Context: an optimization exercise on an open-source flow, tuned for small area. The choices shown serve that exercise and are no tape-out recipe. The RTL was checked by simulation tests, not by an equivalence proof against the original design. Power and IR drop assume default switching activity.

`flow/bram.mem`:
```
0
0
0
0
0
0
0
0
0
0
0
0
0
0
0
0
0
0
0
0
0
0
0
0
0
0
0
0
0
0
0
0
0
0
0
0
0
0
0
0
0
0
0
0
0
0
0
0
0
0
0
0
0
0
0
0
0
0
0
0
0
0
0
0
0
0
0
0
0
0
0
0
0
0
0
0
0
0
0
0
0
0
0
0
0
0
0
0
0
0
0
0
0
0
0
0
0
0
0
0
0
0
0
0
0
0
0
0
0
0
0
0
0
0
0
0
0
0
0
0
0
0
0
0
0
0
0
0
0
0
0
0
0
0
0
0
0
0
0
0
0
0
0
0
0
0
0
0
0
0
0
0
0
0
0
0
0
0
0
0
0
0
0
0
0
0
0
0
0
0
0
0
0
0
0
0
0
0
0
0
0
0
0
0
0
0
0
0
0
0
0
0
0
0
0
0
0
0
0
0
0
0
0
0
0
0
0
0
0
0
0
0
0
0
0
0
0
0
0
0
0
0
0
0
0
0
0
0
0
0
0
0
0
0
0
0
0
0
0
0
0
0
0
0
0
0
0
0
0
0
0
0
0
0
0
0
0
0
0
0
0
0
0
0
0
0
0
0
0
0
0
0
0
0
0
0
0
0
0
0
0
0
0
0
0
0
0
0
0
0
0
0
0
0
0
0
0
0
0
0
0
0
0
0
0
0
0
0
0
0
0
0
0
0
0
0
0
0
0
0
0
0
0
0
0
0
0
0
0
0
0
0
0
0
0
0
0
0
0
0
0
0
0
0
0
0
0
0
0
0
0
0
0
0
0
0
0
0
0
0
0
0
0
0
0
0
0
0
0
0
0
0
0
0
0
0
0
0
0
0
0
0
0
0
0
0
0
0
0
0
0
0
0
0
0
0
0
0
0
0
0
0
0
0
0
0
0
0
0
0
0
0
0
0
0
0
0
0
0
0
0
0
0
0
0
0
0
0
0
0
0
0
0
0
0
0
0
0
0
0
0
0
0
0
0
0
0
0
0
0
0
0
0
0
0
0
0
0
0
0
0
0
0
0
0
0
0
0
0
0
0
0
0
0
0
0
0
0
0
0
0
0
0
0
0
0
0
0
0
0
0
0
0
0
0
0
0
0
0
0
0
0
0
0
0
0
0
0
0
0
0
0
0
0
0
0
0
0
0
0
0
0
0
0
0
0
0
0
0
0
0
0
0
0
0
0
0
0
0
0
0
0
0
0
0
0
0
0
0
0
0
0
0
0
0
0
0
0
0
0
0
0
0
0
0
0
0
0
0
0
0
0
0
0
0
0
0
0
0
0
0
0
0
0
0
0
0
0
0
0
0
0
0
0
0
0
0
0
0
0
0
0
0
0
0
0
0
0
0
0
0
0
0
0
0
0
0
0
0
0
0
0
0
0
0
0
0
0
0
0
0
0
0
0
0
0
0
0
0
0
0
0
0
0
0
0
0
0
0
0
0
0
0
0
0
0
0
0
0
0
0
0
0
0
0
0
0
0
0
0
0
0
0
0
0
0
0
0
0
0
0
0
0
0
0
0
0
0
0
0
0
0
0
0
0
0
0
0
0
0
0
0
0
0
0
0
0
0
0
0
0
0
0
0
0
0
0
0
0
0
0
0
0
0
0
0
0
0
0
0
0
0
0
0
0
0
0
0
0
0
0
0
0
0
0
0
0
0
0
0
0
0
0
0
0
0
0
0
0
0
0
0
0
0
0
0
0
0
0
0
0
0
0
0
0
0
0
0
0
0
0
0
0
0
0
0
0
0
0
0
0
0
0
0
0
0
0
0
0
0
0
0
0
0
0
0
0
0
0
0
0
0
0
0
0
0
0
0
0
0
0
0
0
0
0
0
0
0
0
0
0
0
0
0
0
0
0
0
0
0
0
0
0
0
0
0
0
0
0
0
0
0
0
0
0
0
0
0
0
0
0
0
0
0
0
0
0
0
0
0
0
0
0
0
0
0
0
0
0
0
0
0
0
0
0
0
0
0
0
0
0
0
0
0
0
0
0
0
0
0
0
0
0
0
0
0
0
0
0
0
0
0
0
0
0
0
0
0
0
0
0
0
0
0
0
0
0
0
0
0
0
0
0
0
0
0
0
0
0
0
0
0
0
0
0
0
0
0
0
0
0
0
0
0
0
0
0
0
0
0
0
0
0
0
0
0
0
0
0
0
0
0
0
0
0
0
0
0
0
0
0
0
0
0
0
0
0
0
0
0
0
0
0
0
0
0
0
0
0
0
0
0
0
0
0
0
0
0
0
0
0
0
0
0
0
0
0
0
0
0
0
0
0
0
0
0
0
0
0
0
0
0
0
0
0
0
0
0
0
0
0
0
0
0
0
0
0
0
0
0
0
0
0
0
0
0
0
0
0
0
0
0
0
0
0
0
0
0
0
0
0
0
0
0
0
0
0
0
0
0
0
0
0
0
0
0
0
0
0
0
0
0
0
0
0
0
0
0
0
0
0
0
0
0
0
0
0
0
0
0
0
0
0
0
0
0
0
0
0
0
0
0
0
0
0
0
0
0
0
0
0
0
0
0
0
0
0
0
0
0
0
0
0
0
0
0
0
0
0
0
0
0
0
0
0
0
0
0
0
0
0
0
0
0
0
0
0
0
0
0
0
0
0
0
0
0
0
0
0
0
0
0
0
0
0
0
0
0
0
0
0
0
0
0
0
0
0
0
0
0
0
0
0
0
0
0
0
0
0
0
0
0
0
0
0
0
0
0
0
0
0
0
0
0
0
0
0
0
0
0
0
0
0
0
0
0
0
0
0
0
0
0
0
0
0
0
0
0
0
0
0
0
0
0
0
0
0
0
0
0
0
0
0
0
0
0
0
0
0
0
0
0
0
0
0
0
0
0
0
0
0
0
0
0
0
0
0
0
0
0
0
0
0
0
0
0
0
0
0
0
0
0
0
0
0
0
0
0
0
0
0
0
0
0
0
0
0
0
0
0
0
0
0
0
0
0
0
0
0
0
0
0
0
0
0
0
0
0
0
0
0
0
0
0
0
0
0
0
0
0
0
0
0
0
0
0
0
0
0
0
0
0
0
0
0
0
0
0
0
0
0
0
0
0
0
0
0
0
0
0
0
0
0
0
0
0
0
0
0
0
0
0
0
0
0
0
0
0
0
0
0
0
0
0
0
0
0
0
0
0
0
0
0
0
0
0
0
0
0
0
0
0
0
0
0
0
0
0
0
0
0
0
0
0
0
0
0
0
0
0
0
0
0
0
0
0
0
0
0
0
0
0
0
0
0
0
0
0
0
0
0
0
0
0
0
0
0
0
0
0
0
0
0
0
0
0
0
0
0
0
0
0
0
0
0
0
0
0
0
0
0
0
0
0
0
0
0
0
0
0
0
0
0
0
0
0
0
0
0
0
0
0
0
0
0
0
0
0
0
0
0
0
0
0
0
0
0
0
0
0
0
0
0
0
0
0
0
0
0
0
0
0
0
0
0
0
0
0
0
0
0
0
0
0
0
0
0
0
0
0
0
0
0
0
0
0
0
0
0
0
0
0
0
0
0
0
0
0
0
0
0
0
0
0
0
0
0
0
0
0
0
0
0
0
0
0
0
0
0
0
0
0
0
0
0
0
0
0
0
0
0
0
0
0
0
0
0
0
0
0
0
0
0
0
0
0
0
0
0
0
0
0
0
0
0
0
0
0
0
0
0
0
0
0
0
0
0
0
0
0
0
0
0
0
0
0
0
0
0
0
0
0
0
0
0
0
0
0
0
0
0
1
0
0
0
0
0
0
0
0
0
0
0
0
0
0
0
0
0
0
0
0
0
0
0
0
0
0
0
0
0
0
0
0
0
0
0
0
0
0
0
0
0
0
0
0
0
0
0
0
0
0
0
0
0
0
0
0
0
0
0
0
0
0
0
0
0
0
0
0
0
0
0
0
0
0
0
0
0
0
0
0
0
0
0
0
0
0
0
0
0
0
0
0
0
0
0
0
0
0
0
0
0
0
0
0
0
0
0
0
0
0
0
0
0
0
0
0
0
0
0
0
0
0
0
0
0
0
0
0
0
0
0
0
0
0
0
0
0
0
0
0
0
0
0
0
0
0
0
0
0
0
0
0
0
0
0
0
0
0
0
0
0
0
0
0
0
0
0
0
0
0
0
0
0
0
0
0
0
0
0
0
0
0
0
0
0
0
0
0
0
0
0
0
0
0
0
0
0
0
0
0
0
0
0
0
0
0
0
0
0
0
0
0
0
0
0
0
0
0
0
0
0
0
0
0
0
0
0
0
0
0
0
0
0
0
0
0
0
0
0
0
0
0
0
0
0
0
0
0
0
0
0
0
0
0
0
0
0
0
0
0
0
0
0
0
1
0
0
0
0
0
0
0
0
0
0
0
0
0
0
0
0
0
0
0
0
0
0
0
0
0
0
0
0
0
0
0
0
0
0
0
0
0
0
0
0
0
0
0
0
0
0
0
0
0
0
1
0
0
0
0
0
0
0
0
0
0
0
0
0
0
0
0
0
0
0
0
0
0
0
0
0
0
0
0
0
0
0
0
0
0
0
0
0
0
0
0
0
0
0
0
0
0
0
0
0
0
0
0
0
0
0
0
0
0
0
0
0
0
0
0
0
0
0
0
0
0
0
0
0
0
0
0
0
0
0
0
0
0
0
0
0
0
0
0
0
0
0
0
0
0
0
0
0
0
0
0
0
0
0
0
0
0
0
1
0
0
0
0
0
0
0
0
0
0
0
0
0
0
0
0
0
0
0
0
0
0
0
0
0
0
0
1
0
0
0
0
0
0
0
0
0
0
0
0
0
0
0
0
0
0
0
0
0
0
0
0
1
0
0
0
0
0
0
0
0
0
0
0
0
0
0
0
0
0
0
0
0
1
0
0
0
0
0
0
0
1
0
0
0
0
0
0
0
0
0
0
0
0
0
0
0
0
0
0
0
0
0
0
0
0
0
0
1
0
0
0
0
0
0
0
0
0
0
0
0
0
0
0
0
0
0
0
0
0
0
0
0
0
0
0
0
0
0
0
0
0
0
0
0
0
0
0
0
0
0
0
0
0
0
0
0
0
0
1
0
0
0
0
0
0
0
0
0
0
0
0
0
0
0
0
0
0
0
0
0
0
0
0
0
0
0
1
0
0
0
0
0
0
0
0
0
0
0
0
0
0
0
0
0
0
0
0
0
0
0
0
0
0
0
0
0
0
0
0
0
0
0
0
0
0
0
0
0
0
0
0
0
0
0
0
0
0
0
0
0
0
0
0
0
0
0
0
0
0
0
0
0
0
0
0
0
0
0
0
0
0
0
0
0
0
0
0
0
0
0
0
0
0
0
0
0
0
0
0
0
0
0
0
0
0
0
0
0
0
0
0
0
0
0
0
0
0
0
0
0
0
0
0
0
0
0
0
0
0
0
0
0
0
0
0
0
0
0
0
0
0
0
0
0
0
0
0
0
0
0
0
0
0
0
0
1
1
1
1
1
1
1
1
1
1
1
1
1
1
1
1
1
1
1
1
1
1
1
1
1
1
1
1
1
1
1
1
1
1
1
1
1
1
1
1
1
1
1
1
1
1
1
1
1
1
1
1
1
1
1
1
1
1
1
1
1
1
1
1
1
1
1
1
1
1
1
1
1
1
1
1
1
1
1
1
1
1
1
1
1
1
1
1
1
1
1
1
1
1
1
1
1
1
1
1
1
1
1
1
1
1
1
1
1
1
1
1
1
1
1
1
1
1
1
1
1
1
1
1
1
1
1
1
0
0
0
0
1
1
0
0
0
0
0
0
0
0
0
0
0
0
0
0
1
0
0
0
0
0
0
0
0
0
0
0
0
0
0
0
1
1
0
0
1
1
0
0
0
0
0
0
0
0
0
1
1
1
1
1
1
0
0
0
0
0
0
0
0
0
1
1
1
1
1
1
1
1
0
0
0
0
0
0
0
1
1
1
1
1
1
1
1
1
1
0
0
0
0
0
0
1
1
1
1
1
1
1
1
1
1
0
1
0
0
0
1
1
1
1
1
1
1
1
1
1
1
1
1
0
0
0
1
1
0
0
0
1
1
1
1
1
1
0
0
0
0
0
1
0
0
0
0
0
0
1
1
1
1
0
0
0
0
0
1
0
0
0
0
0
0
0
1
1
1
1
1
1
1
0
0
0
0
0
0
0
0
0
1
1
1
1
0
0
0
0
0
0
0
0
0
0
0
0
1
1
1
1
1
1
1
1
0
0
0
0
0
0
0
0
1
1
1
1
1
1
1
1
0
0
0
0
0
0
0
0
1
1
0
1
1
1
1
1
0
0
0
0
0
0
0
0
0
1
1
1
1
1
1
0
0
0
0
0
0
0
0
0
1
1
0
0
0
0
0
0
0
0
0
0
0
0
0
0
1
0
0
0
0
0
0
0
0
0
0
0
1
1
0
1
1
0
0
0
0
0
0
0
0
0
0
1
1
1
1
1
1
0
0
0
0
0
0
0
0
0
1
1
1
1
1
1
1
1
0
0
0
0
0
0
0
1
1
1
1
1
1
1
1
1
1
0
0
0
0
0
0
1
1
1
1
1
1
1
1
1
1
0
1
0
0
0
1
1
1
1
1
1
1
1
1
1
1
1
1
0
0
0
1
1
0
0
0
1
1
1
1
1
1
0
0
0
0
0
1
0
0
0
0
0
0
1
1
1
1
0
0
0
0
0
1
0
0
0
0
0
0
0
1
1
1
1
1
1
1
0
0
0
0
0
0
0
0
0
1
1
1
1
0
0
0
0
0
0
0
0
0
0
0
0
1
1
1
1
1
1
1
1
0
0
0
0
0
0
0
0
1
1
1
1
1
1
1
1
0
0
0
0
0
0
0
0
1
1
0
1
1
1
1
1
0
0
0
0
0
0
0
0
0
1
1
1
1
1
1
0
0
0
0
1
1
0
0
0
0
0
0
1
1
0
0
0
0
0
0
1
1
0
0
0
0
0
0
1
1
0
0
0
0
0
0
1
1
0
0
0
0
1
1
1
1
0
0
0
1
1
1
1
1
1
1
0
1
1
0
1
1
1
1
1
1
1
0
1
1
0
1
1
1
1
0
1
1
0
1
1
1
1
0
1
1
0
1
1
1
1
0
1
1
0
1
1
1
1
0
1
1
0
1
1
1
1
0
1
1
0
1
1
1
1
0
1
1
0
0
0
1
1
0
1
1
0
0
0
```
`flow/run.sh`:
```
#!/bin/bash
# synth_recipe.tcl (not shown) runs the flow's synth.tcl, then flattens the netlist and writes it again
# the make line also repeats each setting of config.mk as NAME=value (left out here)
make -C /OpenROAD-flow-scripts/flow DESIGN_CONFIG=/design/flow/config.mk WORK_HOME=/design/flow/orfs CLKGATE_MAP_FILE= SYNTH_SCRIPT=/design/flow/synth_recipe.tcl finish
```
`flow/config.mk`:
```
export PLATFORM = sky130hd
export DESIGN_NAME = top
export DESIGN_NICKNAME = top
export VERILOG_FILES = /design/flow/design.v
export SDC_FILE = /design/flow/constraint.sdc
export NUM_CORES = 4
export LEC_CHECK = 0
export CAP_MARGIN = 20
export CORE_MARGIN = 2
export CORE_UTILIZATION = 40
export SLEW_MARGIN = 20
```
`flow/constraint.sdc`:
```
create_clock -name core_clock -period 10.0 [get_ports {clk}]
set_input_delay 2.0000 -clock core_clock [delete_from_list [all_inputs] [get_ports {clk}]]
set_output_delay 2.0000 -clock core_clock [all_outputs]
set_load 0.01 [all_outputs]
```
`flow/design.v`:
```
module top (
    input  wire clk,
    input  wire rst,
    input RX,
    output TX,
    output wire oled_cs,
    output wire oled_clk,
    output wire oled_mosi,
    output wire oled_dc,
    output wire reset
);
localparam X_MAX = 160;
localparam Y_MAX = 80;
localparam CLK_FREQ = 12000000;
localparam BAUD = 115200;
localparam MS_CLKS = 256;
localparam TIME_SCALE = 4096;
function integer log2(input integer v); begin
	log2 = 0;
	while(v >> log2) log2 = log2 + 1;
end endfunction
wire rx_ready;
wire [7:0] rx_data;
uart_rx #(CLK_FREQ, BAUD) urx (
    .clk(clk),
    .rst(rst),
    .rx(RX),
    .rx_ready(rx_ready),
    .rx_data(rx_data),
    .rx_idle(),
    .rx_eop()
);
reg tx_start;
reg [7:0] tx_data;
wire tx_busy;
uart_tx #(CLK_FREQ, BAUD) utx (
    .clk(clk),
    .rst(rst),
    .tx_start(tx_start),
    .tx_data(tx_data),
    .tx(TX),
    .tx_busy(tx_busy)
);
uart_echo_unit #(CLK_FREQ, BAUD) ueu (
    .clk(clk),
    .rst(rst),
    .rx_data(rx_data),
    .rx_ready(rx_ready),
    .tx_start(tx_start),
    .tx_data(tx_data),
    .tx_busy(tx_busy),
    .en(1'b1),
    .idle()
);
reg [15:0] color;
wire [7:0] x;
wire [6:0] y;
wire next_pixel;
reg color_done;
st7735 #(.TIME_SCALE(TIME_SCALE)) driver (
    .clk(clk),
    .rst(rst),
    .x(x),
    .y(y),
    .color(color),
    .next_pixel(next_pixel),
    .color_done(color_done),
    .oled_cs(oled_cs),
    .oled_clk(oled_clk),
    .oled_mosi(oled_mosi),
    .oled_dc(oled_dc),
    .reset(reset)
);
localparam SCREEN_SIZE = X_MAX * Y_MAX;
localparam WIDTH = 1;
localparam LEN = SCREEN_SIZE + 3400;
reg [log2(LEN-1):0] addr;
reg [WIDTH-1:0] din;
wire [WIDTH-1:0] dout;
reg we;
bram #(WIDTH, LEN) mem (
    .clk(clk),
    .rst(rst),
    .addr(addr),
    .din(din),
    .dout(dout),
    .we(we)
);
localparam RND_WIDTH = 8;
wire rndg_en = 1'b1;
reg rndg_lock_seed;
reg seed_flag;
wire [RND_WIDTH-1:0] rndg_rnd;
rnd_gen #(RND_WIDTH) rndg (
    .clk(clk),
    .rst(rst),
    .rst_n(reset),
    .en(rndg_en),        
    .lock_seed(rndg_lock_seed),    
    .rnd(rndg_rnd)        
);
reg pre_next_pixel;
localparam S_DISPLAY    = 0;
localparam S_UPDATE    = 1;
reg S;
reg u_update;
wire u_done;
wire [log2(LEN-1):0] u_addr;
wire [WIDTH-1:0] u_din;
reg [WIDTH-1:0] u_dout;
wire u_we;
reg [7:0] u_x;
reg [6:0] u_y;
wire [15:0] u_color;
display_buf_updater #(LEN, WIDTH, X_MAX, Y_MAX, RND_WIDTH, MS_CLKS) dbu (
    .clk(clk),
    .rst(rst),
    .rst_n(reset),
    .update(u_update),
    .update_x(u_x),
    .update_y(u_y),
    .done(u_done),
    .done_color(u_color),
    .addr(u_addr),
    .din(u_din),
    .dout(u_dout),
    .we(u_we),
    .rnd(rndg_rnd),
    .rx_ready(rx_ready),
    .rx_data(rx_data)
);
always @(*) begin
    u_dout = dout;
    addr = u_addr;
    din = u_din;
    we = u_we;
end
always @(posedge clk) begin
    pre_next_pixel <= next_pixel;
    if (rst) begin
        pre_next_pixel <= 0;
        seed_flag <= 0;
        S <= S_DISPLAY;
        u_update <= 0;
        color_done <= 0;
        color <= 0;
        u_x <= 0;
        u_y <= 0;
        rndg_lock_seed <= 0;
    end
    else if (~reset) begin
        seed_flag <= 0;
        S <= S_DISPLAY;
        u_update <= 0;
    end
    else begin
        case (S)
            S_DISPLAY: begin
                color_done <= 0;
                if (~pre_next_pixel && next_pixel) begin
                    u_x <= x;
                    u_y <= y;
                    if (x < X_MAX && y < Y_MAX) begin
                        u_update <= 1;
                        S <= S_UPDATE;
                    end
                    else begin
                        color_done <= 1;
                    end
                end
            end
            S_UPDATE: begin
                u_update <= 0;
                color <= u_color;
                if (u_done) begin
                    color_done <= 1;
                    S <= S_DISPLAY;
                end
            end
        endcase
        if (rx_data && ~seed_flag) begin
            seed_flag <= 1;
            rndg_lock_seed <= 1;
        end
        else begin
            rndg_lock_seed <= 0;
        end
    end
end
endmodule
module st7735(
   input clk,
   input rst,  
   output reg oled_clk,
   output reg oled_mosi,
   output reg oled_dc,
   output reg oled_cs,
   output reg reset,
   output reg  [7:0] x,
   output reg  [6:0] y,
   output reg  next_pixel,  
   input  wire [15:0] color,
   input       color_done
   );
   parameter FREQ_MAIN_HZ = 12000000;  
   parameter FREQ_TARGET_SPI_HZ = 4000000;  
   parameter HALF_UART_PERIOD = (FREQ_MAIN_HZ/FREQ_TARGET_SPI_HZ)/2;
   parameter TIME_SCALE = 1;
   parameter SCREEN_WIDTH = 161;  
   parameter SCREEN_HEIGHT = 81;  
   localparam RESET_RELEASE = 24'h400000 / TIME_SCALE;
   localparam RESET_END     = 24'h780000 / TIME_SCALE;
   reg [3:0] clk_counter_tx;
   reg [24:0] counter_send_interval;  
   reg [7:0] counter_current_param;
   reg [4:0] current_byte_pos;
   reg [15:0] buffer_pixel_write;
   reg advertise_pixel_consume;
   reg advertise_pixel_consume_buffer;
   reg [15:0] pixel_display;
   reg [3:0] state;
   parameter STATE_IDLE=0, SEND_CMD=STATE_IDLE+1, CMD_WAIT=SEND_CMD+1, STATE_FRAME_INIT=CMD_WAIT+1,
               STATE_WAITING_PIXEL=STATE_FRAME_INIT+1, STATE_FRAME=STATE_WAITING_PIXEL+1;
   reg reg_valid;
   reg [23:0] delay_counter;
   reg is_init;
   reg buffer_free;
   wire [15:0] pixel_write;
   wire wr_en = 1'b1;
   reg enable;
   assign pixel_write = color;
   reg [5:0] cmd_selector;
   reg [24:0] wait_time;
   reg spi_tick;
   function [7:0] param_array;
      input [5:0] idx;
      begin
         case (idx)
         0:  param_array = 8'h01;  
         1:  param_array = 8'h11;  
         2:  param_array = 8'hb4;  
         3:  param_array = 8'h07;  
         4:  param_array = 8'hC0;  
         5:  param_array = 8'hA2;
         6:  param_array = 8'h02;
         7:  param_array = 8'h84;
         8:  param_array = 8'hC3;  
         9:  param_array = 8'h8A;
         10: param_array = 8'h2A;
         11: param_array = 8'hC4;  
         12: param_array = 8'h8A;
         13: param_array = 8'hEE;
         14: param_array = 8'hC5;  
         15: param_array = 8'h0E;
         16: param_array = 8'h21;  
         17: param_array = 8'h36;  
         18: param_array = 8'hC8;
         19: param_array = 8'h3A;  
         20: param_array = 8'h05;
         21: param_array = 8'h2A;  
         22: param_array = 8'h00;
         23: param_array = 8'h1A;
         24: param_array = 8'h00;
         25: param_array = 8'h6A;
         26: param_array = 8'h2B;  
         27: param_array = 8'h00;
         28: param_array = 8'h01;
         29: param_array = 8'h00;
         30: param_array = 8'hA1;
         31: param_array = 8'h13;  
         32: param_array = 8'h29;  
         33: param_array = 8'h2C;  
         35: param_array = 8'h2C;  
         default: param_array = 8'h00;
         endcase
      end
   endfunction
   wire [7:0] cmd_byte = param_array(cmd_selector);
   always @(posedge clk) begin  
      if (rst) begin
         delay_counter <= 0;
         reset <= 0;
         enable <= 0;
      end
      else if(delay_counter < RESET_END) begin  
         delay_counter <= delay_counter + 1;
         if(delay_counter == RESET_RELEASE) begin
            reset <= 1;
         end
      end else begin
         enable <= 1;
      end
   end
   reg color_valid;
   always @(posedge clk)
   begin
      if (rst) begin
         clk_counter_tx <= 0;
         oled_clk <= 1;
         spi_tick <= 0;
         color_valid <= 0;
         buffer_pixel_write <= 16'hffff;
         buffer_free <= 1;
         advertise_pixel_consume_buffer <= 0;
      end
      else begin
      if(enable == 1) begin
         clk_counter_tx <= clk_counter_tx+1;
      end
      spi_tick <= 0;
      if(clk_counter_tx == HALF_UART_PERIOD) begin
         clk_counter_tx <= 0;
         oled_clk <= ~oled_clk;
         spi_tick <= oled_clk;
      end
      if (color_done) begin
         color_valid <= 1;
      end
      if (state == STATE_FRAME) begin
         color_valid <= 0;
      end
      if (is_init) buffer_pixel_write <= pixel_write;
      else buffer_pixel_write <= 16'hffff;
      if(wr_en == 1) begin
         buffer_free <= 0;
      end
      advertise_pixel_consume_buffer <= advertise_pixel_consume;
      if(advertise_pixel_consume_buffer != advertise_pixel_consume) begin
         buffer_free <= 1;
      end
      end
   end
   reg [7:0] nx;
   reg [6:0] ny;
   always @(posedge clk)
   begin
      nx = x;
      ny = y;
      if (rst) begin
         oled_mosi <= 0;
         oled_dc <= 0;
         oled_cs <= 1;
         current_byte_pos <= 7;
         x <= 0;
         y <= 0;
         counter_send_interval <= 0;
         counter_current_param <= 0;
         reg_valid <= 0;
         is_init <= 0;
         next_pixel <= 0;
         advertise_pixel_consume <= 0;
         pixel_display <= 0;
         state <= SEND_CMD;
         cmd_selector <= 0;
         wait_time <= 0;
      end
      else if (spi_tick) begin
      oled_dc <= 0;  
      oled_cs <= 1;
      current_byte_pos <= current_byte_pos-1;
      case (state)  
      SEND_CMD : begin
         oled_mosi <= (current_byte_pos < 8) ? cmd_byte[current_byte_pos[2:0]] : 1'b0;
         oled_cs <= 0;
         if(current_byte_pos == 0) begin
            current_byte_pos <= 7;
            counter_send_interval <= 0;
            if(cmd_selector == 0) begin
               state <= CMD_WAIT;
               wait_time <= (FREQ_TARGET_SPI_HZ/12) / TIME_SCALE;
               oled_dc <= 0;
               current_byte_pos <= 7;
            end
            else if(cmd_selector == 1) begin
               state <= CMD_WAIT;
               wait_time <= (FREQ_TARGET_SPI_HZ/4) / TIME_SCALE;
               oled_dc <= 0;
               current_byte_pos <= 7;
            end
            else if(cmd_selector == 3 || cmd_selector == 5 || cmd_selector == 6 || cmd_selector == 7 || cmd_selector == 9
               || cmd_selector == 10 || cmd_selector == 12 || cmd_selector == 13 || cmd_selector == 15 || cmd_selector == 18
               || cmd_selector == 20 || cmd_selector == 22 || cmd_selector == 23 || cmd_selector == 24 || cmd_selector == 25
               || cmd_selector == 27 || cmd_selector == 28 || cmd_selector == 29 || cmd_selector == 30   ) begin
               wait_time <= 0;
               current_byte_pos <= 7;
               if (cmd_selector == 30) begin
                  if(is_init) begin
                     cmd_selector <= 35;
                     state <= SEND_CMD;
                  end
                  else begin
                     cmd_selector <= cmd_selector + 1;
                     state <= SEND_CMD;
                  end
               end
               else begin
                  cmd_selector <= cmd_selector + 1;
                  state <= SEND_CMD;
               end
               oled_dc <= 1;  
            end
            else if(cmd_selector == 31) begin
               state <= CMD_WAIT;
               wait_time <= (FREQ_TARGET_SPI_HZ/200) / TIME_SCALE;
               oled_dc <= 0;
               current_byte_pos <= 7;
            end
            else if(cmd_selector == 33) begin
               state <= CMD_WAIT;
               wait_time <= (FREQ_TARGET_SPI_HZ/20) / TIME_SCALE;
               oled_dc <= 0;
               current_byte_pos <= 7;
            end
            else if(cmd_selector == 35 ) begin  
               if (is_init) begin
                  next_pixel <= 1;
                  state <= STATE_WAITING_PIXEL;
               end
               else begin
                  state <= STATE_FRAME_INIT;
               end
               current_byte_pos <= 15;
               counter_send_interval <= 0;
               oled_dc <= 0;
            end
            else begin
               cmd_selector <= cmd_selector + 1;
               current_byte_pos <= 7;
               counter_send_interval <= 0;
               counter_current_param <= 0;
               oled_dc <= 0;
            end
         end
      end
      CMD_WAIT : begin
         counter_send_interval <= counter_send_interval + 1;
         if(counter_send_interval == wait_time) begin  
               current_byte_pos <= 7;
               state <= SEND_CMD;
               cmd_selector <= cmd_selector + 1;
         end
      end
      STATE_FRAME_INIT: begin
         oled_cs <= 0;
         if(current_byte_pos == 0) begin
            current_byte_pos <= 15;
            if (x<SCREEN_WIDTH-1) begin
               if(y == (SCREEN_HEIGHT-1)) begin
                  y <= 0;
                  x <= x + 1;
               end else begin
                  y <= y + 1;
               end
            end
            if(x == (SCREEN_WIDTH-1)) begin  
               x <= 0;
               y <= 0;
               state <= SEND_CMD;
               cmd_selector <= 23;
               is_init <= 1;  
            end
         end
         oled_dc <= 1;  
         oled_mosi <= 0;  
      end
      STATE_WAITING_PIXEL: begin
         oled_cs <= 1;
         next_pixel <= 0;
         if(buffer_free == 0 && color_valid) begin
            state <= STATE_FRAME;
            pixel_display <= buffer_pixel_write;
            advertise_pixel_consume <= ~advertise_pixel_consume;
            current_byte_pos <= 15;
         end
      end
      STATE_FRAME: begin
         oled_cs <= 0;
         if(current_byte_pos == 0) begin
            current_byte_pos <= 15;
            if (x<SCREEN_WIDTH-1) begin
               if(y == (SCREEN_HEIGHT-1)) begin
                  ny = 0;
                  nx = x + 1;
               end else begin
                  ny = y + 1;
               end
            end
            if(nx == (SCREEN_WIDTH-1)) begin  
               x <= 0;
               y <= 0;
               state <= SEND_CMD;
               cmd_selector <= 35;
               reg_valid <= 1;
            end
            else begin
               x <= nx;
               y <= ny;
               next_pixel <= 1;
               state <= STATE_WAITING_PIXEL;
            end
         end
         oled_dc <= 1;  
         oled_mosi <= pixel_display[current_byte_pos];
      end
      endcase
      end
   end
endmodule
module display_buf_updater #(
    parameter LEN = 12800,
    parameter WIDTH = 8,
    parameter X_MAX = 160,
    parameter Y_MAX = 80,
    parameter RND_WIDTH = 8,
    parameter MS_CLKS = 12000
) (
    clk,
    rst,
    rst_n,
    update,
    update_x,
    update_y,
    done,
    done_color,
    addr,
    din,
    dout,
    we,
    rnd,
    rx_ready,
    rx_data
);
localparam SCREEN_SIZE = X_MAX * Y_MAX;
function integer log2(input integer v); begin
	log2 = 0;
	while(v >> log2) log2 = log2 + 1;
end endfunction
input clk;
input rst;
input rst_n;
input update;
input [log2(X_MAX-1):0] update_x;
input [log2(Y_MAX-1):0] update_y;
output reg done;
output reg [15:0] done_color;
output reg [log2(LEN-1):0] addr;
output reg [WIDTH-1:0] din;
input [WIDTH-1:0] dout;
output reg we;
input [RND_WIDTH-1:0] rnd;
input rx_ready;
input [7:0] rx_data;
reg dino_pose_sel;
reg [2:0] Suop;
reg [log2(X_MAX-1)-1:0] ux;
reg [log2(Y_MAX-1)-1:0] uy;
reg [WIDTH-1:0] pix_temp;
localparam GROUND_BASE = SCREEN_SIZE;
localparam GROUND_Y = 0;
localparam GROUND_H = 20;
localparam DINO_BASE = SCREEN_SIZE + 128*GROUND_H;
localparam DINO_X = 5;
localparam DINO_Y = 20;
localparam DINO_W = 16;
localparam DINO_H = 16;
localparam CACTUS_BASE = SCREEN_SIZE + 128*GROUND_H + DINO_H*DINO_W * 2;
localparam CACTUS_Y = 20;
localparam CACTUS_H = 16;
localparam CACTUS_W = 8;
reg init_flag;
reg dino_mask;
reg ground_mask;
localparam CNT_BITS = 24;
localparam MS_INC = (1 << (CNT_BITS - 1)) / MS_CLKS;
localparam MSS_BITS = 13;
reg [CNT_BITS-1:0] ms_cnt;
reg ms_tick;
reg [MSS_BITS-1:0] mss;
reg dino_tick;
localparam GROUND_SPEED_MAX = 15;
localparam FLOAT_BITS = 2;
localparam GROUND_SPEED_BITS = log2(GROUND_SPEED_MAX) + FLOAT_BITS;
reg [GROUND_SPEED_BITS:0] ground_speed;
reg [log2(X_MAX-1)-1:0] ground_speed_cut_f;
reg [log2(X_MAX-1)-2:0] ground_dx;
reg [log2(X_MAX-1)-2:0] ground_px;
reg [5:0] dino_dy;
reg jump_flag;
reg [2:0] jump_tref;
reg [2:0] jump_t0;
reg [2:0] dys_idx;
reg cactus_mask;
reg cactus_flag;
reg signed  [log2(X_MAX-1):0] cactus_x;
reg cactus_must_fail_flag;
reg restart_flag;
always @(*) begin
    ms_tick = ms_cnt[CNT_BITS-1];
    dino_tick = &mss[7:2] && ~|mss[1:0] && ms_tick;
    ground_speed_cut_f = ground_speed >> FLOAT_BITS;
    jump_tref = mss[9:7];
    dys_idx = jump_tref - jump_t0;
    if (jump_flag) begin
        case (dys_idx)
            0: dino_dy = 14;
            1: dino_dy = 24;
            2: dino_dy = 30;
            3: dino_dy = 32;
            4: dino_dy = 30;
            5: dino_dy = 24;
            6: dino_dy = 14;
            7: dino_dy = 0;
        endcase
    end
    else begin
        dino_dy = 0;
    end
    dino_mask = (uy >= (DINO_Y+dino_dy) && uy < (DINO_Y+dino_dy+DINO_H)) && (ux >= DINO_X && ux < (DINO_X+DINO_W));
    ground_mask = uy < (GROUND_Y+GROUND_H);
    cactus_mask = cactus_flag && (uy >= CACTUS_Y && uy < (CACTUS_Y+CACTUS_H)) && (ux >= cactus_x && ux < (cactus_x+CACTUS_W));
end
always @(posedge clk) begin
  if (rst) begin
    done <= 0;
    done_color <= 0;
    addr <= 0;
    din <= 0;
    we <= 0;
    dino_pose_sel <= 0;
    Suop <= 0;
    ux <= 0;
    uy <= 0;
    pix_temp <= 0;
    init_flag <= 0;
    ms_cnt <= 0;
    mss <= 0;
    ground_speed <= 5 << FLOAT_BITS;
    ground_dx <= 0;
    ground_px <= 0;
    jump_flag <= 0;
    jump_t0 <= 0;
    cactus_flag <= 0;
    cactus_x <= 0;
    cactus_must_fail_flag <= 0;
    restart_flag <= 1;
  end
  else begin
    if (~rst_n) begin
        Suop <= 0;
    end
    else begin
        ms_cnt <= ms_tick ? 0 : ms_cnt + MS_INC;
        mss <= ms_tick ? mss + 1 : mss;
        if (&mss && ms_tick) begin
            ground_speed <= (ground_speed < GROUND_SPEED_MAX << FLOAT_BITS ) ? ground_speed + (ground_speed >> FLOAT_BITS) : GROUND_SPEED_MAX << FLOAT_BITS;
        end
        if (&mss[5:0] && ms_tick) begin
            ground_dx <= ground_dx + ground_speed_cut_f;
            cactus_x <= cactus_x - ground_speed_cut_f;
        end
        case (Suop)
            0: begin
                we <= 0;
                done <= 0;
                uy <= update_y;
                ux <= update_x;
                ground_px <= update_x + ground_dx;
                if (update) begin
                    Suop <= 1;
                end
            end
            1: begin
                if (cactus_mask) begin
                    addr <= (uy-CACTUS_Y) * CACTUS_W + (ux-cactus_x) + CACTUS_BASE;
                end
                else if (dino_mask) begin
                    addr <= (uy-(DINO_Y+dino_dy)) * DINO_W + (ux-DINO_X) + dino_pose_sel * (DINO_W*DINO_H) + DINO_BASE;
                end
                else if (ground_mask) begin
                    addr <= {uy, ground_px} + GROUND_BASE;
                end
                Suop <= Suop + 1;
            end
            2: begin
                Suop <= Suop + 1;
            end
            3: begin
                if (cactus_mask || dino_mask || ground_mask) begin
                    pix_temp <= dout;
                end
                else begin
                    pix_temp <= 0;
                end
                Suop <= Suop + 1;
            end
            4: begin
                addr <= uy * X_MAX + ux;
                din <= pix_temp;
                we <= 1;
                done <= 1;
                done_color <= restart_flag ? 16'hffff : {16{pix_temp}};
                Suop <= 0;
            end
        endcase
        if (cactus_mask && dino_mask) begin
            restart_flag <= 1;
        end
    end
    if (dino_tick) begin
        dino_pose_sel <= ~dino_pose_sel;
    end
    if ((uy == Y_MAX - 1) && (ux == X_MAX - 1)) begin
        init_flag <= 1;
    end
    if (rx_ready && ~jump_flag) begin
        jump_flag <= 1;
        jump_t0 <= jump_tref;
    end
    if (jump_flag && dys_idx == 7 && (uy == Y_MAX - 1) && (ux == X_MAX - 1)) begin
        jump_flag <= 0;
    end
    if (~cactus_flag && &rnd && &mss[11:0]) begin
        cactus_flag <= 1;
        cactus_x <= X_MAX - 1;
        cactus_must_fail_flag <= 1;
    end
    if (cactus_flag && rx_ready) begin
        cactus_must_fail_flag <= 0;
    end
    if (cactus_flag && cactus_x < 0) begin
        cactus_flag <= 0;
        restart_flag <= cactus_must_fail_flag;
    end
    if (restart_flag && rx_ready) begin
        ms_cnt <= 0;
        mss <= 0;
        ground_speed <= 5 << FLOAT_BITS;
        ground_dx <= 0;
        ground_px <= 0;
        jump_flag <= 0;
        jump_t0 <= 0;
        cactus_flag <= 0;
        cactus_x <= 0;
        restart_flag <= 0;
    end
  end
end
endmodule
module bram #(
    parameter WIDTH = 8,
    parameter LEN = 12800
)(
    clk,
    rst,
    addr,
    din,
    dout,
    we
);
function integer log2(input integer v); begin
	log2 = 0;
	while(v >> log2) log2 = log2 + 1;
end endfunction
localparam ROM_BASE = 12800;
localparam ROM_LEN = 3200;
input clk;
input rst;
input [log2(LEN-1):0] addr;
input [WIDTH-1:0] din;
output reg [WIDTH-1:0] dout;
input we;
reg [WIDTH-1:0] rom [0:ROM_LEN-1];
reg [WIDTH-1:0] last_din;
wire [log2(LEN-1):0] rom_addr = addr - ROM_BASE;
initial begin
    $readmemb("bram.mem", rom);
end
always @(posedge clk) begin
    if (rst)
        last_din <= 0;
    else if (we)
        last_din <= din;
    if (rst)
        dout <= 0;
    else if (addr < ROM_BASE)
        dout <= last_din;
    else if (addr < ROM_BASE + ROM_LEN)
        dout <= rom[rom_addr];
    else
        dout <= 0;
end
endmodule
module rnd_gen #(
    parameter integer WIDTH = 8,
    parameter TAPS = 8'hB8
)(
    input  wire                 clk,
    input  wire                 rst,         
    input  wire                 rst_n,
    input  wire                 en,          
    input  wire                 lock_seed,   
    output reg  [WIDTH-1:0]     rnd          
);
    reg [WIDTH-1:0] s;
    reg [WIDTH-1:0] seed;
    reg [WIDTH-1:0] seed_nz;
    always @(*) begin
        seed_nz = (seed == {WIDTH{1'b0}}) ? {{(WIDTH-1){1'b0}}, 1'b1} : seed;
        rnd = s;
    end
    always @(posedge clk) begin
        seed <= rst ? {WIDTH{1'b0}} : seed + 1;
        if (rst) begin
            s <= {{(WIDTH-1){1'b0}}, 1'b1};
        end else if (!rst_n) begin
            s <= seed_nz;
        end else if (lock_seed) begin
            s <= seed_nz;
        end else if (en) begin
            s <= (s[0]) ? ((s >> 1) ^ TAPS[WIDTH-1:0]) : (s >> 1);
        end
    end
endmodule
module uart_echo_unit #(
    parameter clk_freq = 12_000_000,  
    parameter baud = 115200,
    parameter rbuf_size = 4
)(
	input  clk,
	input  rst,
    input [7:0] rx_data,
    input rx_ready,
    output reg tx_start,
    output reg [7:0] tx_data,
    input tx_busy,
    input en,
    output reg idle
);
function integer log2(input integer v); begin
	log2 = 0;
	while(v >> log2) log2 = log2 + 1;
end endfunction
reg get;
reg [7:0] rbuf_data;
reg rx_empty;
localparam RBUF_ADDR_WIDTH = log2(rbuf_size-1);
reg [7:0] rbuf [0:rbuf_size-1];
reg [RBUF_ADDR_WIDTH:0] _b;
reg [RBUF_ADDR_WIDTH:0] _e;
always @(*) begin
    rx_empty = _b == _e;
    rbuf_data = rbuf[_b[RBUF_ADDR_WIDTH-1:0]];
end
integer i;
always @(posedge clk) begin
    if (rst) begin
        _b <= 0;
    end
    else if (!rx_empty && get) begin
        _b <= _b + 1;
    end
    else begin
        _b <= _b;
    end
    for (i = 0; i < rbuf_size; i = i + 1) begin
        rbuf[_e[RBUF_ADDR_WIDTH-1:0]] <= rbuf[_e[RBUF_ADDR_WIDTH-1:0]];
    end
    if (rx_ready) begin
        rbuf[_e[RBUF_ADDR_WIDTH-1:0]] <= rx_data;
    end
    if (rst) begin
        _e <= 0;
    end
    else if (rx_ready) begin
        _e <= _e + 1;
    end
    else begin
        _e <= _e;
    end
end
localparam
    S_RST       = 0,
    S_IDLE      = 1,
    S_R         = 2,
    S_T_slash_n = 3,
    S_T_prompt1 = 4,
    S_T_prompt2 = 5,
    S_T_back1   = 6,
    S_T_back2   = 7,
    S_T_last    = 8;
reg [3:0] ctrl_S;
reg [7:0] line_len;
always @(*) begin
    get = (ctrl_S == S_R) && en;
end
always @(posedge clk) begin
    if (rst) begin
        tx_start <= 0;
        tx_data <= 0;
        ctrl_S <= S_R;
        line_len <= 0;
    end
    else if (en) begin
        case (ctrl_S)
            S_R: begin
                if (tx_start) begin
                    tx_start <= 0;
                end
                else if (~tx_busy && ~rx_empty) begin
                    if (rbuf_data == "\n" || rbuf_data == "\r") begin
                        tx_start <= 1;
                        tx_data <= "\n";
                        line_len <= 0;
                        ctrl_S <= S_T_slash_n;
                    end
                    else if (rbuf_data == 8'h08) begin
                        if (line_len > 0) begin
                            tx_start <= 1;
                            tx_data <= 8'h08;
                            line_len <= line_len - 1;
                            ctrl_S <= S_T_back1;
                        end
                        else begin
                            ctrl_S <= S_R;
                        end
                    end
                    else if (rbuf_data == 8'h1B) begin  
                        ctrl_S <= S_R;
                    end
                    else begin
                        tx_start <= 1;
                        tx_data <= rbuf_data;
                        line_len <= line_len + 1;
                        ctrl_S <= S_T_last;
                    end
                end
            end
            S_T_slash_n: begin
                if (tx_start) begin
                    tx_start <= 0;
                end
                else if (~tx_busy) begin
                    tx_start <= 1;
                    tx_data <= "\r";
                    ctrl_S <= S_R;
                end
            end
            S_T_back1: begin
                if (tx_start) begin
                    tx_start <= 0;
                end
                else if (~tx_busy) begin
                    tx_start <= 1;
                    tx_data <= " ";
                    ctrl_S <= S_T_back2;
                end
            end
            S_T_back2: begin
                if (tx_start) begin
                    tx_start <= 0;
                end
                else if (~tx_busy) begin
                    tx_start <= 1;
                    tx_data <= 8'h08;
                    ctrl_S <= S_T_last;
                end
            end
            S_T_last: begin
                if (tx_start) begin
                    tx_start <= 0;
                end
                else if (~tx_busy) begin
                    ctrl_S <= S_R;
                end
            end
            default: begin
                tx_data <= 0;
                ctrl_S <= S_R;
            end
        endcase
    end
end
always @(*) begin
    idle = rx_empty && ctrl_S == S_R && ~tx_busy && ~tx_start;
end
endmodule
module uart_rx #(
	parameter clk_freq = 12000000,
	parameter baud = 115200,
	parameter oversampling = 8
)(
	input clk,  
	input rst,  
	input rx,  
	output reg rx_ready,  
	output reg [7:0] rx_data,  
	output reg rx_idle,  
	output reg rx_eop  
);
function integer log2(input integer v); begin
	log2 = 0;
	while(v >> log2) log2 = log2 + 1;
end endfunction
localparam
	IDLE      = 4'b0000,
	BIT_START = 4'b0001,
	BIT0      = 4'b1000,
	BIT1      = 4'b1001,
	BIT2      = 4'b1010,
	BIT3      = 4'b1011,
	BIT4      = 4'b1100,
	BIT5      = 4'b1101,
	BIT6      = 4'b1110,
	BIT7      = 4'b1111,
	BIT_STOP  = 4'b0010;
localparam l2o = log2(oversampling);
reg [3:0] rx_state;
reg [l2o-2:0] os_cnt;
reg [l2o+1:0] gap_cnt;
reg [1:0] rx_sync;
reg [1:0] filter_cnt;
reg rx_bit;
reg sample_now;
wire os_tick;
baud_tick_gen #(clk_freq, baud, oversampling) tickgen(.clk(clk), .rst(rst), .enable(1'b1), .tick(os_tick));
always @(*) begin
	rx_idle = gap_cnt[l2o+1];
	sample_now = os_tick && (os_cnt == ((oversampling / 2) - 1));
end
always @(posedge clk) begin
	if (rst) begin
		rx_state <= IDLE;
		os_cnt <= 0;
		gap_cnt <= 0;
		rx_sync <= 2'b11;
		filter_cnt <= 2'b11;
		rx_bit <= 1'b1;
		rx_data <= 0;
		rx_ready <= 0;
		rx_eop <= 0;
	end else begin
	if(os_tick) begin
		rx_sync <= {rx_sync[0], rx};
		if((rx_sync[1] == 1'b1) && (filter_cnt != 2'b11)) 
			filter_cnt <= filter_cnt + 1'd1;
		if((rx_sync[1] == 1'b0) && (filter_cnt != 2'b00))
			filter_cnt <= filter_cnt - 1'd1;
		if(filter_cnt == 2'b11)
			rx_bit <= 1'b1;
		else if(filter_cnt == 2'b00)
			rx_bit <= 1'b0;
		os_cnt <= (rx_state == IDLE) ? 1'd0 : os_cnt + 1'd1;
	end
	case(rx_state)
		IDLE:      if(~rx_bit) rx_state <= BIT_START;
		BIT_START: if(sample_now) rx_state <= BIT0;
		BIT0:      if(sample_now) rx_state <= BIT1;
		BIT1:      if(sample_now) rx_state <= BIT2;
		BIT2:      if(sample_now) rx_state <= BIT3;
		BIT3:      if(sample_now) rx_state <= BIT4;
		BIT4:      if(sample_now) rx_state <= BIT5;
		BIT5:      if(sample_now) rx_state <= BIT6;
		BIT6:      if(sample_now) rx_state <= BIT7;
		BIT7:      if(sample_now) rx_state <= BIT_STOP;
		BIT_STOP:  if(sample_now) rx_state <= IDLE;
		default:   rx_state <= IDLE;
	endcase
	if(sample_now && rx_state[3]) begin
		rx_data <= {rx_bit, rx_data[7:1]};
	end
	rx_ready <= (sample_now && (rx_state == BIT_STOP) && rx_bit);
	if (rx_state != IDLE) 
		gap_cnt <= 0;
	else if(os_tick & ~gap_cnt[l2o+1])
		gap_cnt <= gap_cnt + 1'd1;
	rx_eop <= os_tick & ~gap_cnt[l2o+1] & &gap_cnt[l2o:0];
	end
end
endmodule
module uart_tx #(
	parameter clk_freq = 12000000,
	parameter baud = 115200
)(
	input clk,  
	input rst,  
	input tx_start,  
	input [7:0] tx_data,  
	output reg tx,  
	output reg tx_busy  
);
localparam
	IDLE      = 4'b0000,  
	BIT_START = 4'b0100,  
	BIT0      = 4'b1000,  
	BIT1      = 4'b1001,  
	BIT2      = 4'b1010,  
	BIT3      = 4'b1011,  
	BIT4      = 4'b1100,  
	BIT5      = 4'b1101,  
	BIT6      = 4'b1110,  
	BIT7      = 4'b1111,  
	BIT_STOP = 4'b0010;  
reg [3:0] tx_state;
reg [7:0] tx_shift;
reg tx_ready;
wire bit_tick;
baud_tick_gen #(clk_freq, baud) tickgen(.clk(clk), .rst(rst), .enable(tx_busy), .tick(bit_tick));
always @(*) begin
	tx_ready = tx_state == IDLE;
	tx_busy = ~tx_ready;
	tx = (tx_state < 4) | (tx_state[3] & tx_shift[0]);
end
always @(posedge clk) begin
	if (rst) begin
		tx_shift <= 0;
		tx_state <= IDLE;
	end else begin
	if (tx_ready & tx_start)
		tx_shift <= tx_data;
	else
	if (tx_state[3] & bit_tick)
		tx_shift <= (tx_shift >> 1);
	case (tx_state)
		IDLE:      if(tx_start) tx_state <= BIT_START;
		BIT_START: if(bit_tick) tx_state <= BIT0;
		BIT0:      if(bit_tick) tx_state <= BIT1;
		BIT1:      if(bit_tick) tx_state <= BIT2;
		BIT2:      if(bit_tick) tx_state <= BIT3;
		BIT3:      if(bit_tick) tx_state <= BIT4;
		BIT4:      if(bit_tick) tx_state <= BIT5;
		BIT5:      if(bit_tick) tx_state <= BIT6;
		BIT6:      if(bit_tick) tx_state <= BIT7;
		BIT7:      if(bit_tick) tx_state <= BIT_STOP;
		BIT_STOP : if(bit_tick) tx_state <= IDLE;
		default:   if(bit_tick) tx_state <= IDLE;
	endcase
	end
end
endmodule
module baud_tick_gen #(
	parameter clk_freq     = 12000000,
	parameter baud         = 115200,
	parameter oversampling = 1
) (
	input clk,
	input rst,
	input enable,
	output reg tick
);
function integer log2(input integer v); begin
	log2=0;
	while(v >> log2)
		log2 = log2 + 1; 
end endfunction
localparam acc_width = log2(clk_freq / baud) + 8;
localparam shiftlimiter = log2((baud * oversampling) >> (31 - acc_width));
localparam inc = ((baud * oversampling << (acc_width - shiftlimiter)) + (clk_freq >> (shiftlimiter + 1))) / (clk_freq >> shiftlimiter);
reg [acc_width:0] acc;
always @(*) begin
	tick = acc[acc_width];
end
always @(posedge clk) begin
	if (rst)
		acc <= 0;
	else if (enable)  
		acc <= acc[acc_width-1:0] + inc[acc_width:0];
	else
		acc <= inc[acc_width:0];
end
endmodule
```
==> impl_metrics.env <==
export IMPL_final_max_slew_viol_count=0
export IMPL_postCtsHoldBufs=0
export IMPL_start_util=0.406
export IMPL_grt_pass1_wl_um=82200
export IMPL_antenna_cells=0
export IMPL_synth_edf_count=32
export IMPL_cts_buffers=40
export IMPL_yosysSeqAreaShare=0.364
export IMPL_drive_gt1_frac=0.0474
export IMPL_layout_min_cycle_time_ns=5.15
export IMPL_power_mw=3.36
export IMPL_drc_errors=0
export IMPL_synth_most_common_cell="dfxtp_1"
export IMPL_regToRegSetupSlack_ns=4.85
export IMPL_yosys_area_top_type="dfxtp_1"
export IMPL_cp_arrival_ns=5.61
export IMPL_relSlewSlack=0.296
export IMPL_synthSimpleGateAreaFrac=0.214
export IMPL_first_iter_violations=1038
export IMPL_p_int_mw=2.54
export IMPL_ys_types=91
export IMPL_synthAdderAreaFrac=0.102
export IMPL_synthMuxAreaShare=0.0274
export IMPL_dpl_hpwl_um=35100
export IMPL_slowest_delay_ns=0.48
export IMPL_wl_um=49500
export IMPL_grt_pass1_vias=16600
export IMPL_skew_ns=0.0180
export IMPL_cts_tree="built"
export IMPL_crit_start="dbu.mss[7]$_SDFFE_PP0P_"
export IMPL_cts_sinks=374
export IMPL_die_w_um=236
export IMPL_clockBufferDepth=3
export IMPL_status="complete, no violations"
export IMPL_synth_area_um2=21500
export IMPL_dr_pass1_iters=5
export IMPL_rr_startpoint="dbu.mss[7]$_SDFFE_PP0P_"
export IMPL_worst_slew_pin_slew_ns=1.06
export IMPL_path_cells="inv_1 -> ha_1 -> inv_1 -> fa_1 -> xor2_1 -> xnor2_1 -> nand2_1 -> o211ai_1 -> xor2_1 -> ha_1 -> xor2_1 -> fa_1 -> inv_1 -> ha_1 -> nor2b_1 -> o21a_1 -> nor4_1 -> o31ai_1 -> a21oi_1 -> nor3_1 -> o311a_1 -> o41ai_1"
export IMPL_dieArea_um2=55600
export IMPL_grt_max_degree=101
export IMPL_synth_compound_area_frac=0.172
export IMPL_row_count=84
export IMPL_antenna_found_initial=1
export IMPL_fin_setup_tns_ns=0
export IMPL_vias_per_cell=5.46
export IMPL_htreeDepth=2
export IMPL_num_fill_cells=5185
export IMPL_syn_nets=2754
export IMPL_startpoint_type="flop"
export IMPL_setup_viol=0
export IMPL_post_route_period_util=0.515
export IMPL_r2r_end="dbu.addr[14]$_SDFFE_PP0P_"
export IMPL_synth_avg_cell_area_um2=8.31
export IMPL_core_area_um2=52900
export IMPL_worstHoldPathType="flop to flop"
export IMPL_num_io_pins=9
export IMPL_grt_setup_unrepaired="no"
export IMPL_synthTopCellsByArea="dfxtp_1 32%, ha_1 9.0%, a21oi_1 5.5%"
export IMPL_synth_warnings=12
export IMPL_clock_fmax_mhz=194
export IMPL_critical_path_class="flop to flop"
export IMPL_syn2layout_area_growth_pct=8.73
export IMPL_cp_required_ns=10.46
export IMPL_ctsResizeCount=0
export IMPL_critPathCapture="dbu.addr[14]$_SDFFE_PP0P_"
export IMPL_p_leak_nw=8.88
export IMPL_end_kind="flop"
export IMPL_insertion_delay_ns=0.57
export IMPL_die_h_um=236
export IMPL_synth_flop_cell="dfxtp_1"
export IMPL_cp_slowest_cell="fa_1"
export IMPL_final_nets=2696
export IMPL_vias=17700
export IMPL_gp_congestion=0.889
export IMPL_cts_root_buf="clkbuf_16"
export IMPL_yosysTopAreaCellShare=0.319
export IMPL_synth_cells=2583
export IMPL_max_cap_viol_count=0
export IMPL_path_max_fanout=6
export IMPL_synth_top_family_by_area="simple AND/OR/NAND/NOR gates"
export IMPL_ir_worst_vdd_uv=120
export IMPL_sw_frac_of_total=0.244
export IMPL_power_per_cell_area_nw_per_um2=144
export IMPL_seqPwrFrac=0.477
export IMPL_drtAntennaViolNets=0
export IMPL_path_clk_slew_ns=0.06
export IMPL_pwr_share_comb=0.079
export IMPL_post_cts_buffers=0
export IMPL_ys_seq_elements=374
export IMPL_p_clk_frac=0.443
export IMPL_synth_commonest_cells="342 x dfxtp_1, 280 x nor2_1, 275 x nand2_1"
export IMPL_synth_xor_area_frac=0.0746
export IMPL_place_inst=3170
export IMPL_p_sw_uw=819
export IMPL_r2r_cells=22
export IMPL_grt_overflow_total=0
export IMPL_wl_per_cell_um=15.3
export IMPL_async_reset_ff_frac=0
export IMPL_io_buffers=8
export IMPL_finalHoldViolations=0
export IMPL_fin_cells=3240
export IMPL_grt_use_total=0.175
-- placed cells by master, fill, tap and decap left out, types with 30 or more instances in the layout --
cell type,instances
nand2b_1,30
mux2i_1,33
nand2_1,275
nor2b_1,47
o21ai_0,118
inv_1,134
nor2_1,280
ha_1,155
dfxtp_1,342
xnor2_1,87
nand3_1,85
nor3_1,54
a21oi_1,234
nor4_1,33
clkbuf_16,40
xor2_1,96
edfxtp_1,32
-- state kept, by name, summed over array words and instances (netlist names), 9 cells and up, named ones only --
signal	flops
dbu.addr	15
dbu.cactus_x	9
dbu.ms_cnt	9
dbu.mss	13
driver.counter_send_interval	25
driver.delay_counter	24
ueu.rbuf	32
urx.tickgen.acc	16
utx.tickgen.acc	16
-- critical path, delay by kind of cell (launching register included) --
family / cells / cell delay (ns)
AND/OR/NAND/NOR: 4 / 0.62
buffers and inverters: 3 / 0.18
AO/OA/AOI/OAI: 6 / 1.22
adder cells (fa/ha/maj): 5 / 1.68
flip-flops: 1 / 0.33
XOR/XNOR: 4 / 1.05
-- through the flow --
| stage | area, um2 | hold slack, ns | util | setup slack [ns] |
|---|---|---|---|---|
| after global routing | 23300 | 0.473 | 0.442 | 4.51 |
| after floorplan | 21500 | 0.415 | - | 5.32 |
| final | 23300 | 0.444 | 0.442 | 4.85 |
| after global placement | 22000 | 0.430 | 0.417 | 5.02 |
| after CTS | 23300 | 0.453 | 0.441 | 4.86 |
| after detailed placement | 22000 | 0.438 | 0.417 | 4.88 |
-- final cells by class --
cell class                 count  area [um2]  share of cell area
clock inverter                16         195             0.00836
inverter                     136         510              0.0219
timing repair buffer          19         171             0.00734
clock buffer                  53        1110              0.0475
tap                          688         861              0.0369
sequential                   374        7810               0.334
multi-input combinational   1954       12700               0.544
-- kinds of logic (layout without fill, tap and decap cells) --
kind of cell,count (synthesis),in the layout
and+or+nand+nor,965,965
AOI/OAI and AO/OA,592,592
DFF,374,374
buffers and inverters,255,224
xor gates and xnor gates,183,183
adders and majority gates,168,168
muxes,46,46
-- power groups by stage --
stage | Combinational (mW) | Sequential (mW) | Clock (mW)
after floorplan | 0.235 | 1.61 | 0
after global placement | 0.262 | 1.64 | 0
after detailed placement | 0.267 | 1.64 | 0
after CTS | 0.268 | 1.61 | 1.54
after global routing | 0.301 | 1.61 | 1.59
final | 0.267 | 1.60 | 1.49
-- how the worst min path moves through the flow --
stage                                                           to  slack, ns                                  start  cells after the start
after floorplan           driver.buffer_pixel_write[14]$_SDFF_PP1_       0.41                 color[14]$_SDFFE_PP0P_                      1
after global placement               urx.tickgen.acc[0]$_SDFF_PP0_       0.43          urx.tickgen.acc[0]$_SDFF_PP0_                      1
after detailed placement             urx.tickgen.acc[0]$_SDFF_PP0_       0.44          urx.tickgen.acc[0]$_SDFF_PP0_                      1
after CTS                            urx.tickgen.acc[0]$_SDFF_PP0_       0.45          urx.tickgen.acc[0]$_SDFF_PP0_                      1
after global routing         driver.delay_counter[12]$_SDFFE_PP0P_       0.47  driver.delay_counter[12]$_SDFFE_PP0P_                      1
final                                urx.tickgen.acc[0]$_SDFF_PP0_       0.44          urx.tickgen.acc[0]$_SDFF_PP0_                      1
-- per-layer routing --
metal  routed length (um)  GRT usage
met1                23400      0.229
met2                22700      0.291
met3                 2130     0.0257
met4                 1360     0.0631
met5                    0          0

-- port drivers added, routing unchanged --
No port has a modelled driver above. Below, the same layout with a new extraction and two added sets of constraints. Step 1 assumes that a clkbuf_16 drives the clock port and a buf_2 every other input. Step 2 moves the port delays by t, midway between the first and last clock arrival at a register: inputs arrive t later, outputs are due t later. That takes back most of the time a late clock gives input paths. a / b / c = ideal ports / drivers / drivers and shift; a / b = the first two.
shift t [ns]: 0.615
slack for setup (ns): 4.850 / 4.850 / 4.850
worst setup path after step 2: register to register
After both steps setup and hold are still met in this run. The setup slack of this run moves by 0.000 ns with the drivers and by 0.000 ns with both steps.
